This is an optimization exercise on Yosys and OpenROAD, whose aim is small area, not a production implementation. Only simulation tests tie the RTL to the original design; equivalence was not proved. Power figures rest on the tool's default switching activity, not on a simulated workload.

File: flow/design.v
module vga_sync(
   input iCLK,  
   input iRST,  
   input [9:0] iRed,
   input [9:0] iGreen,
   input [9:0] iBlue,
   output [9:0] px,
   output [9:0] py,
   output  [9:0] VGA_R,
   output  [9:0] VGA_G,
   output  [9:0] VGA_B,
   output reg VGA_H_SYNC,
   output reg VGA_V_SYNC,
   output VGA_BLANK
);
assign	VGA_BLANK	=	VGA_H_SYNC & VGA_V_SYNC;
reg [9:0] h_count, v_count;
assign px = h_count;
assign py = v_count;
parameter H_SYNC_TOTAL = 800;
parameter H_PIXELS =     640;
parameter H_SYNC_START = 659;
parameter H_SYNC_WIDTH =  96;
always@(posedge iCLK)
begin
   if(iRST)
   begin
      h_count <= 10'h000;
      VGA_H_SYNC <= 1'b0;
   end
   else
   begin
      if (h_count < H_SYNC_TOTAL-1) h_count <= h_count + 1'b1;
      else h_count <= 10'h0000;
      if (h_count >= H_SYNC_START && 
	h_count < H_SYNC_START+H_SYNC_WIDTH) VGA_H_SYNC <= 1'b0;
      else VGA_H_SYNC <= 1'b1;
   end
end
parameter V_SYNC_TOTAL = 525;
parameter V_PIXELS     = 480;
parameter V_SYNC_START = 493;
parameter V_SYNC_WIDTH =   2;
parameter H_START = 699;
always @(posedge iCLK)
begin
   if (iRST)
   begin
      v_count <= 10'h0000;
      VGA_V_SYNC <= 1'b0;
   end
   else if (h_count == H_START)
   begin
      if (v_count < V_SYNC_TOTAL-1) v_count <= v_count + 1'b1;
      else v_count <= 10'h0000;
      if (v_count >= V_SYNC_START && 
		v_count < V_SYNC_START+V_SYNC_WIDTH) VGA_V_SYNC <= 1'b0;
      else VGA_V_SYNC <= 1'b1;
   end
end
wire video_h_on = (h_count<H_PIXELS);
wire video_v_on = (v_count<V_PIXELS);
wire video_on = video_h_on & video_v_on;
assign VGA_R = (video_on? iRed: 10'h000);
assign VGA_G = (video_on? iGreen: 10'h000);
assign VGA_B = (video_on? iBlue: 10'h000);
endmodule
module Spaceship(
input clk,
input [9:0] px,
input [9:0] py,
input clk_60hz,  
input left, 
input right,
input reset,
input [3:0] bullets,
output reg pixel,
output [9:0]shipXOut);
reg [9:0] shipX;
wire [9:0] shipY = 10'd240;
assign shipXOut = shipX + 10'd16;
always @(posedge clk) begin
	if(reset)begin
		shipX <= 10'd320;
	end else if (clk_60hz) begin
		if(left && (shipX > 10'd30)) begin
			shipX <= shipX - 10'd3;
		end
		else if(right && (shipX < 10'd628)) begin
			shipX <= shipX + 10'd3;
		end
	end
end
always @(*) begin
	if( (py==shipY) && px>=(shipX+10) && px<=(shipX+22))
		pixel=1'b1;
	else if( (py == (shipY+1)) && px>=(shipX+6) && px<=(shipX+26) )
		pixel=1'b1;
	else if( (py == (shipY+2)) && px>=(shipX+4) && px<=(shipX+28))
		pixel=1'b1;
	else if( (py == (shipY+3)) && px>=(shipX+2) && px<=(shipX+30))
		pixel=1'b1;
	else if( (py == (shipY+4)) && px>=(shipX+2) && px<=(shipX+30))
		pixel=1'b1;
	else if( (py == (shipY+5)) && px>=(shipX+2) && px<=(shipX+30))
		pixel=1'b1;
	else if( (py == (shipY+6)) && px>=(shipX+2) && px<=(shipX+30))
		pixel=1'b1;
	else if( (py == (shipY+7)) && px>=(shipX+2) && px<=(shipX+30))
		pixel=1'b1;
	else if( (py == (shipY+8)) && px>=(shipX+2) && px<=(shipX+30))
		pixel=1'b1;
	else if( (py == (shipY+9)) && px>=(shipX+4) && px<=(shipX+28))
		pixel=1'b1;
	else if( (py == (shipY+10)) && px>=(shipX+6) && px<=(shipX+26))
		pixel=1'b1;
	else if( (py == (shipY+11)) && px>=(shipX+10) && px<=(shipX+22))
		pixel=1'b1;
	else
		pixel=1'b0;
	if( py>=(shipY+4) && py<=(shipY+8) && px>=(shipX+11) && px<=(shipX+12) )
		pixel = ~bullets[0];
	if( py>=(shipY+4) && py<=(shipY+8) && px>=(shipX+14) && px<=(shipX+15) )
		pixel = ~bullets[1];	
	if( py>=(shipY+4) && py<=(shipY+8) && px>=(shipX+17) && px<=(shipX+18) )
		pixel = ~bullets[2];
	if( py>=(shipY+4) && py<=(shipY+8) && px>=(shipX+20) && px<=(shipX+21) )
		pixel = ~bullets[3];
end
endmodule
module Bullet(
input clk,
input [9:0] px,
input [9:0] py,
input clk_60hz,  
input start_bullet,
input direction,  
input reset,
input [9:0]shipX,
output reg pixel,
output reg inUse
); 
reg [9:0] bulletX;
reg [9:0] bulletY;
reg bullet_direction;
always @(posedge clk) begin
	if (reset) begin
		inUse <= 1'b0;
	end else if (clk_60hz) begin
		if (~inUse && start_bullet) begin
			inUse <= 1'b1;
			bullet_direction <= direction;
			bulletX <= shipX;
			bulletY <= 10'd240;
		end else if (inUse) begin
			if(bullet_direction == 1'b1)
				bulletY <= bulletY - 10'd6;
			else if (bullet_direction == 1'b0)
				bulletY <= bulletY + 10'd6;
		end
	end	
end
always @(*) begin
	pixel = 1'b0;
	if (inUse) begin
		if((px-2)<bulletX && (px+2)>bulletX && (py-6)<bulletY && (py+6)>bulletY ) begin
				pixel = 1'b1;
		end
	end
end
endmodule
module Bullet_Man(
input clk,
input rst,
input [9:0] px,
input [9:0] py,
input clk_60hz,  
input [9:0]shipX,
input shootUp,
input shootDown,
input [3:0]reset,
output [3:0] inUse,
output [3:0]pixel
);
wire direction;
assign direction = shootUp;
wire shoot = (shootUp || shootDown);
reg [3:0] fire;
reg prvCycleShoot;
Bullet B0(
	.clk(clk),
	.px(px),
	.py(py),
	.clk_60hz(clk_60hz),
	.direction(direction),
	.start_bullet(fire[0]),
	.reset(reset[0]),
	.shipX(shipX),
	.pixel(pixel[0]),
	.inUse(inUse[0])
);
Bullet B1(
	.clk(clk),
	.px(px),
	.py(py),
	.clk_60hz(clk_60hz),
	.direction(direction),
	.start_bullet(fire[1]),
	.reset(reset[1]),
	.shipX(shipX),
	.pixel(pixel[1]),
	.inUse(inUse[1])
);
Bullet B2(
	.clk(clk),
	.px(px),
	.py(py),
	.clk_60hz(clk_60hz),
	.direction(direction),
	.start_bullet(fire[2]),
	.reset(reset[2]),
	.shipX(shipX),
	.pixel(pixel[2]),
	.inUse(inUse[2])
);
Bullet B3(
	.clk(clk),
	.px(px),
	.py(py),
	.clk_60hz(clk_60hz),
	.direction(direction),
	.start_bullet(fire[3]),
	.reset(reset[3]),
	.shipX(shipX),
	.pixel(pixel[3]),
	.inUse(inUse[3])
);
always @ (posedge clk) begin
	if (rst) begin
		fire <= 4'b0000;
		prvCycleShoot <= 1'b0;
	end else if (clk_60hz) begin
		fire <= 4'b0000;
		if (~prvCycleShoot) begin
			if (shoot) begin
				prvCycleShoot <= 1'b1;
				if (~inUse[0])
					fire[0] <= 1'b1;
				else if (~inUse[1])
					fire[1] <= 1'b1;
				else if (~inUse[2])
					fire[2] <= 1'b1;
				else if (~inUse[3])
					fire[3] <= 1'b1;
			end
		end else if (~shoot)
			prvCycleShoot <= 1'b0;
	end
end
endmodule
module Rocks(
input clk,
input [9:0] px,
input [9:0] py,
input [9:0] initialX,
input [9:0] initialY,
input [2:0] dirX,
input [2:0] dirY,
input start,
input reset,
input clk60hz,
output reg pixel,
output reg inUse);
reg [9:0] rockX, rockY;
reg [2:0] rockDirX, rockDirY;
always @ (posedge clk) begin
	if (reset) begin
		inUse <= 1'b0;
	end else if (clk60hz) begin
		if (~inUse) begin
			if (start) begin
				inUse <= 1'b1;
				rockX <= initialX;
				rockY <= initialY;
				rockDirX <= dirX;
				rockDirY <= dirY;
			end
		end else begin
			if (rockDirX[2] == 1'b0) begin
					rockX <= rockX + rockDirX[1:0];
			end else begin
					rockX <= rockX - rockDirX[1:0];
			end
			if (rockDirY[2] == 1'b0) begin
				rockY <= rockY + rockDirY[1:0];
			end else begin
				rockY <= rockY - rockDirY[1:0];
			end
		end
	end
end
always @(*) begin
	pixel = 1'b0;
	if (inUse) begin
		if((px-12)<rockX && (px+12)>rockX && (py-10)<rockY&& (py+10)>rockY )
			pixel=1'b1;
		else if((px-10)<rockX && (px+10)>rockX && (py-12)<rockY&& (py+12)>rockY )
			pixel=1'b1;
	end
end
endmodule
module fib_16bit (clk, rst, en, Q);
	 input clk, rst, en;
	 output [15:0] Q;
	 reg [15:0]SEED;
	 always @(posedge clk) begin
	  if (rst)
	   SEED <= 16'b0011010100101001;
	  else if (en)
	   SEED<={SEED[14:0],SEED[10]^ (SEED[12]^  (SEED[13]^SEED[15]))};
	 end
	 assign Q = SEED;
endmodule
module randomDir(in, out);
	input [15:0] in;
	output [2:0] out;
	assign out[0] = ~in[1] | in[0];
	assign out[1] = in[1];
	assign out[2] = in[2];
endmodule
module Clk2sec( input clk, input rst, input clk60hz, output reg q);
	reg [6:0] counter;
	always @ (posedge clk) begin
		if (rst) begin
			counter <= 7'b0000000;
			q <= 1'b0;
		end else if (clk60hz) begin
			counter <= counter + 1;
			if (counter == 120) begin
				q <= 1;
				counter <=0;
			end
			else q <= 0;
		end
	end
endmodule
module rand_coordinates(A, B, X, Y);
	input [15:0] A, B;
	output [9:0] X, Y;
	wire [9:0] Xedge, Yedge;
	assign Xedge = (A[10]? 10'd0 : 10'd640);
	assign Yedge = (A[10]? 10'd0 : 10'd480);
	assign X = (A[11]? A[9:0] : Xedge);
	assign Y = (A[11]? Yedge : B[9:0]);
endmodule
module Rocks_Man(
input clk,
input rst,
input [9:0] px,
input [9:0] py,
input clk60hz,  
input [3:0] reset,
output [3:0] pixel
);
	wire [3:0] rocks_in_use;
	wire [15:0] randomA, randomB;
	fib_16bit ra(clk, rst, clk60hz, randomA);
	fib_16bit rb(clk, rst, clk60hz, randomB);
	wire [9:0] randomX, randomY;
	rand_coordinates rc(randomA, randomB, randomX, randomY);
	wire [2:0] ranDirX;
	wire [2:0] ranDirY;
	randomDir rdx({6'd0, randomX}, ranDirX);
	randomDir rdy({6'd0, randomY}, ranDirY);
	wire spawn;
	reg spawn_d;
	reg [3:0] fire;
	Clk2sec c2s(clk, rst, clk60hz, spawn);
	always @ (posedge clk) begin
		if (rst) begin
			spawn_d <= 1'b0;
			fire <= 4'd0;
		end else begin
			spawn_d <= spawn;
			if (spawn & ~spawn_d) begin
				fire <= 4'd0;
				if (rocks_in_use[0] == 1'b0)
					fire[0] <= 1'b1;
				else if (rocks_in_use[1] == 1'b0)
					fire[1] <= 1'b1;
				else if (rocks_in_use[2] == 1'b0)
					fire[2] <= 1'b1;
				else if (rocks_in_use[3] == 1'b0)
					fire[3] <= 1'b1;
			end
		end
	end
	Rocks r0(
	.clk(clk),
	.px(px),
	.py(py),
	.initialX(randomX),
	.initialY(randomY),
	.dirX(ranDirX),
	.dirY(ranDirY),
	.start(fire[0]),
	.reset(reset[0]),
	.clk60hz(clk60hz),
	.pixel(pixel[0]),
	.inUse(rocks_in_use[0]));
	Rocks r1(
	.clk(clk),
	.px(px),
	.py(py),
	.initialX(randomX),
	.initialY(randomY),
	.dirX(ranDirX),
	.dirY(ranDirY),
	.start(fire[1]),
	.reset(reset[1]),
	.clk60hz(clk60hz),
	.pixel(pixel[1]),
	.inUse(rocks_in_use[1]));
	Rocks r2(
	.clk(clk),
	.px(px),
	.py(py),
	.initialX(randomX),
	.initialY(randomY),
	.dirX(ranDirX),
	.dirY(ranDirY),
	.start(fire[2]),
	.reset(reset[2]),
	.clk60hz(clk60hz),
	.pixel(pixel[2]),
	.inUse(rocks_in_use[2]));
	Rocks r3(
	.clk(clk),
	.px(px),
	.py(py),
	.initialX(randomX),
	.initialY(randomY),
	.dirX(ranDirX),
	.dirY(ranDirY),
	.start(fire[3]),
	.reset(reset[3]),
	.clk60hz(clk60hz),
	.pixel(pixel[3]),
	.inUse(rocks_in_use[3]));
endmodule
module collision_detector(
	input clk,
	input rst,
	input [9:0] px,
	input [9:0] py,
	input [8:0] pixels,  
	input reset_game,
	output reg [8:0]reset,  
	output reg game_over,  
	output reg [15:0] score,
	output reg [1:0] lives
	);
	wire space_ship = pixels[0];
	wire bullets = |pixels[4:1];
	wire rocks = |pixels[8:5];
	always @ (posedge clk) begin
		if (rst || reset_game) begin
			game_over <= 1'b0;
			reset <= 9'b111111111;  
			score <= 16'b0;
			lives <= 2'd3;
		end else if (px[0]) begin
			reset <= 9'b0; 
			if ((px > 10'd660) || (py > 10'd500)) begin
				reset <= pixels;
			end else begin
				if (bullets && rocks) begin
					score <= score + 16'b1;
					reset <= pixels;
				end else if (space_ship && rocks) begin
					lives <= lives - 2'b1;
					reset <= pixels;
					if (lives == 2'd0) begin
						game_over <= 1'b1;
						end
				end
			end
		end
	end
endmodule
module Astroids(
  input clk,             
  input rst,             
  input tick,            
  input [3:0] KEY,       
  input reset_game,      
  output VGA_HS,							 
  output VGA_VS,							 
  output VGA_BLANK,						 
  output [9:0] VGA_R,   						 
  output [9:0] VGA_G,	 						 
  output [9:0] VGA_B,   						 
  output [15:0] score,
  output reg [15:0] high_score,
  output [1:0] lives,
  output game_over
);
wire [9:0]	mVGA_R;
wire [9:0]	mVGA_G;
wire [9:0]	mVGA_B;
wire [9:0]	mCoord_X;
wire [9:0]	mCoord_Y;
wire [9:0]shipX;
wire [8:0]BW;
wire sample_clk = tick;
wire [8:0] reset;
wire [15:0] current_score;
wire [3:0] bullets;  
reg game_over_d;
assign score = current_score;
always @ (posedge clk) begin
	if (rst) begin
		high_score <= 16'd0;
		game_over_d <= 1'b0;
	end else begin
		game_over_d <= game_over;
		if (game_over && !game_over_d && (high_score < current_score))
			high_score <= current_score;
	end
end
Spaceship c1(
	.clk(clk),
	.px(mCoord_X),
	.py(mCoord_Y),
	.clk_60hz(sample_clk),
	.left(~KEY[3]),
	.right(~KEY[2]),
	.reset(reset[0]),
	.bullets(bullets),
	.pixel(BW[0]),
	.shipXOut(shipX)
);
Bullet_Man Bm1(
	.clk(clk),
	.rst(rst),
	.px(mCoord_X),
	.py(mCoord_Y),
	.clk_60hz(sample_clk),
	.shipX(shipX),
	.shootUp(~KEY[1]),
	.shootDown(~KEY[0]),
	.reset(reset[4:1]),
	.inUse(bullets),
	.pixel(BW[4:1])
);
Rocks_Man Rm1(
	.clk(clk),
	.rst(rst),
	.px(mCoord_X),
	.py(mCoord_Y),
	.clk60hz(sample_clk),
	.reset(reset[8:5]),
	.pixel(BW[8:5])
);
collision_detector cd1(
	.clk(clk),
	.rst(rst),
	.px(mCoord_X),
	.py(mCoord_Y),
	.pixels(BW),  
	.reset_game(reset_game),
	.reset(reset),  
	.game_over(game_over),  
	.score(current_score),
	.lives(lives)
);
wire pixel = |BW;
assign mVGA_R = (game_over?  10'h3ff :(pixel? 10'h3ff : 10'h000));
assign mVGA_G = (game_over?  10'h300 :(pixel? 10'h3ff : 10'h000));
assign mVGA_B = (game_over?  10'h300 :(pixel? 10'h3ff : 10'h000));
vga_sync u1(
   .iCLK(clk),
   .iRST(rst),	
   .iRed(mVGA_R),
   .iGreen(mVGA_G),
   .iBlue(mVGA_B),
   .px(mCoord_X),
   .py(mCoord_Y),
   .VGA_R(VGA_R),
   .VGA_G(VGA_G),
   .VGA_B(VGA_B),
   .VGA_H_SYNC(VGA_HS),
   .VGA_V_SYNC(VGA_VS),
   .VGA_BLANK(VGA_BLANK)
);
endmodule
File: flow/run.sh
#!/bin/bash
# synth_recipe.tcl (not shown) runs the flow's synth.tcl, then flattens the netlist and writes it again
# the make line also repeats each setting of config.mk as NAME=value (left out here)
make -C /OpenROAD-flow-scripts/flow DESIGN_CONFIG=/design/flow/config.mk WORK_HOME=/design/flow/orfs CLKGATE_MAP_FILE= SYNTH_SCRIPT=/design/flow/synth_recipe.tcl finish
File: flow/config.mk
export PLATFORM = sky130hd
export DESIGN_NAME = Astroids
export DESIGN_NICKNAME = Astroids
export VERILOG_FILES = /design/flow/design.v
export SDC_FILE = /design/flow/constraint.sdc
export NUM_CORES = 4
export LEC_CHECK = 0
export CAP_MARGIN = 20
export CORE_MARGIN = 2
export CORE_UTILIZATION = 40
export PLACE_DENSITY = 0.6
export SLEW_MARGIN = 20
File: flow/constraint.sdc
create_clock -name core_clock -period 12.0 [get_ports {clk}]
set_input_delay 2.4000 -clock core_clock [delete_from_list [all_inputs] [get_ports {clk}]]
set_output_delay 2.4000 -clock core_clock [all_outputs]
set_load 0.01 [all_outputs]
==> notes.md <==
-- critical path: cells and delay by family (launching register included) --
family	cells	cell delay, ns
adder cells (fa/ha/maj)	2	0.70
AND/OR/NAND/NOR	4	1.34
flip-flops	1	0.77
AO/OA/AOI/OAI	6	2.02
XOR/XNOR	1	0.59
buffers and inverters	3	1.10
-- cells in the mapped netlist, types with 63 or more instances --
library cell,count,area share
ha_1,704,0.27
nand2_1,248,0.028
a21o_1,63,0.014
nor2_1,312,0.035
nand4_1,73,0.014
o21ai_0,225,0.034
inv_1,337,0.038
xnor2_1,182,0.048
clkbuf_1,77,0.0087
edfxtp_1,184,0.17
nand3_1,95,0.014
mux2i_1,72,0.022
dfxtp_1,135,0.081
xor2_1,100,0.026
a21oi_1,251,0.038
-- worst min-delay path by stage --
stage                                      to  cells past startpoint
global route        Bm1.B3.inUse$_SDFFE_PP0P_                      1
global placement    Bm1.B3.inUse$_SDFFE_PP0P_                      1
CTS                 Bm1.B2.inUse$_SDFFE_PP0P_                      1
detailed placement  Bm1.B2.inUse$_SDFFE_PP0P_                      1
floorplan           Bm1.B2.inUse$_SDFFE_PP0P_                      1
finish              Bm1.B2.inUse$_SDFFE_PP0P_                      1
-- state kept, by name, summed over array words and instances, names as in the netlist, 10 cells and up --
| name | flops |
|---|---|
| cd1.score | 16 |
| Rm1.ra.SEED | 16 |
| Rm1.r3.rockY | 10 |
| Rm1.r1.rockY | 10 |
| Bm1.B2.bulletX | 10 |
| Bm1.B3.bulletX | 10 |
| Rm1.r2.rockY | 10 |
| Rm1.r0.rockX | 10 |
| Rm1.r3.rockX | 10 |
| Rm1.r0.rockY | 10 |
| u1.h_count | 10 |
| Bm1.B1.bulletX | 10 |
| c1.shipX | 10 |
| Rm1.r1.rockX | 10 |
| Rm1.rb.SEED | 16 |
| high_score | 16 |
| Rm1.r2.rockX | 10 |
| u1.v_count | 10 |
| Bm1.B0.bulletX | 10 |
-- per-stage QoR --
| stage | cells | cell area (um^2) |
|---|---|---|
| floorplan | 3777 | 33200 |
| global placement | 4832 | 34900 |
| detailed placement | 4832 | 34900 |
| CTS | 4904 | 36300 |
| global route | 4904 | 36300 |
| finish | 4905 | 36300 |
-- cells by family after synthesis --
kind of cell / Yosys count / synth area share
AO/OA/AOI/OAI: 870 / 0.167
XOR/XNOR: 282 / 0.0745
adder cells (fa/ha/maj): 717 / 0.273
buffers and inverters: 476 / 0.0585
flip-flops: 319 / 0.248
multiplexers: 73 / 0.0221
AND/OR/NAND/NOR: 1040 / 0.157
-- power breakdown --
| part | internal, mW | switching [mW] |
|---|---|---|
| logic | 0.0934 | 0.157 |
| registers | 1.17 | 0.0162 |
| clock network | 0.774 | 0.509 |
| total | 2.04 | 0.682 |
-- cells in the final DEF (no fill, tap or decap), types with 10 or more instances in the layout --
master / instances
a2111oi_0: 20
a211o_1: 13
a211oi_1: 37
a21o_1: 63
a21oi_1: 251
a22oi_1: 14
a31oi_1: 17
and2_1: 11
and3_1: 19
buf_4: 44
clkbuf_16: 42
clkdlybuf4s50_1: 73
dfxtp_1: 130
edfxtp_1: 184
fa_1: 13
ha_1: 704
inv_1: 337
mux2i_1: 72
nand2_1: 248
nand2b_1: 38
nand3_1: 95
nand3b_1: 25
nand4_1: 73
nor2_1: 310
nor2b_1: 45
nor3_1: 46
nor4_1: 26
nor4b_1: 11
o2111ai_1: 15
o211ai_1: 32
o21a_1: 47
o21ai_0: 224
o21bai_1: 30
or3_1: 25
or4_1: 10
xnor2_1: 182
xor2_1: 100
-- layer usage --
layer	wire [um]	part of all wire	up-vias	GRT usage
met3	6810	0.067	187	0.0354
met2	45400	0.45	883	0.381
li1	-	-	13700	-
met1	46500	0.46	13100	0.322
met5	0	0	-	0
met4	3050	0.030	0	0.0700
-- layout make-up --
cell class,count,area (um^2),share of cell area
Multi-Input combinational cell,2982,23000,0.634
Clock buffer,52,1130,0.0311
Clock inverter,20,250,0.00689
Sequential cell,319,8230,0.227
Tap cell,1070,1340,0.0369
Antenna cell,1,2.50,0.0000689
Timing Repair Buffer,118,1070,0.0293
Inverter,343,1290,0.0354
==> summary.md <==
| Metric | Value |
|---|---|
| H-tree levels | 2 |
| HPWL after detailed placement | 78.6 mm |
| Worst-margin pin slew | 1.12 ns |
| Row cnt | 105 |
| Cts hold-fix bufs | 0 |
| Layout Nets | 4528 |
| CTS max path bufs | 3 |
| Post-Place Setup Slack | 3.22 ns |
| # setup viols final | 0 |
| Worst IR Drop VDD | 0.0875 mV |
| Routed len/inst | 20.8 um |
| Power Total | 2.72 mW |
| DRT Pass-1 Iters | 5 |
| Final worst path period need | 9.50 ns |
| WL final | 102 mm |
| Distinct cells, synth | 92 |
| Slowest stage cell, crit path | a2111oi_0 |
| Prevailing post-synth register cell | edfxtp_1 |
| FF+latch count, synth | 319 |
| Critical Path Sink Type | output port |
| Reg-to-Reg Start | u1.v_count[3]$_SDFFE_PP0N_ |
| Outcome | finished clean |
| Worst reg-to-reg path cell count | 15 |
| Final Max Slew Viols | 0 |
| Fin Hold WS | 0.411 ns |
| Area grow syn2layout | 9.55% |
| Crit path launch type | flip-flop |
| Syn. warnings | 10 |
| CP required | 9.60 ns |
| Sink Count | 319 |
| Filler Cell Count | 8003 |
| CTS resizes | 0 |
| Share of layout cells above drive strength 1 | 0.0428 |
| Crit Path Class | reg -> out |
| Async S/R FF share, synth | 0 |
| Slowest cell delay on critical path | 0.92 ns |
| Worst-path clk slew | 0.06 ns |
| Die ar. | 85200 um^2 |
| Latest clock arrival within the worst-skew pair | 0.58 ns |
| CTS tree | yes |
| Hold path start | cd1.reset[3]$_SDFFE_PP1P_ |
| Remaining global-route overflow | 0 |
| Port buffer count | 75 |
| Residual DRC count | 0 |
| Top Ports | 76 |
| Post-synthesis sequential area ratio | 0.248 |
| Post-DRT Antenna Nets | 0 |
| RSZ-0062 raised after global routing | false |
| Clk root buf | clkbuf_16 |
| Max Cap Violations | 0 |
| Critical path origin | u1.v_count[3]$_SDFFE_PP0N_ |
| Overall Global Routing Usage | 0.235 |
| Initial DRC count | 2143 |
| First-pass GRT wire length | 157 mm |
| Worst Clk Skew | 0.0218 ns |
| Fmax | 105 MHz |
| Final setup margin | 2.50 ns |
| Worst reg2reg endpoint | cd1.reset[0]$_SDFFE_PP1P_ |
| Setup_tns | 0 ns |
| Vias in the first global route | 26900 |
| Synth Instances | 3777 |
| Initial antenna violation count | 2 |
| Critical Path Sink | VGA_G[3] |
| Final Cycle Share | 0.792 |
| Leakage | 15.9 nW |
| Util after Layout | 0.442 |
| Hold Path Class | reg -> reg |
| Flop-to-flop setup slack | 5.80 ns |
| Post-synth EDFFs | 184 |
| Starting Density | 0.404 |
| Die Ht | 292 um |
| Core Area | 82100 um^2 |
| Routability cong. | 0.957 |
| Synth Cell Area | 33200 um^2 |
| Setup bufs post-CTS | 0 |
| DR vias | 27900 |
| Hold Violations, Final | 0 |
| Die W | 292 um |
| Worst path arrival time | 7.10 ns |
| Max-Slew Margin vs Limit | 0.246 |
| Avg Cell Area, Syn | 8.78 um^2 |
| CTS Buf Count | 39 |
| Synth Net Count | 4502 |
| Vias/cell | 5.69 |
| Crit Path Max Fanout | 17 |
| PD cells | 74.8 nW/um^2 |
| Largest net degree at the start of global routing | 53 |
| Worst-path cell chain | inv_1, ha_1, a21oi_2, xor2_1, inv_1, ha_1, a21o_1, a221o_1, a2111oi_0, a21oi_1, a22o_1, nand4bb_4, or2_1, or3_1, and3b_1, clkdlybuf4s50_1 |

-- separate check: timing with driven ports --
The results above use ideal ports. As a check the final layout listed here was re-extracted and re-timed, cells and wires unchanged. Step 1: set_driving_cell puts a clkbuf_16 on clk and a buf_2 on each other input, an assumption about the parent block. Step 2 also shifts input and output timing later by t, the mid clock arrival at the registers, as if the neighbouring blocks saw the same clock. Three values: ideal, step 1, step 2; two values: the first two.
t (ns): 0.639
setup WS [ns]: 2.500 / 2.430 / 3.069
clock arrival spread, ns: 0.023 / 0.024
After both steps setup and hold are still met in this run. For this run, drivers alone change the setup slack by -0.070 ns; drivers and shift together by +0.569 ns.
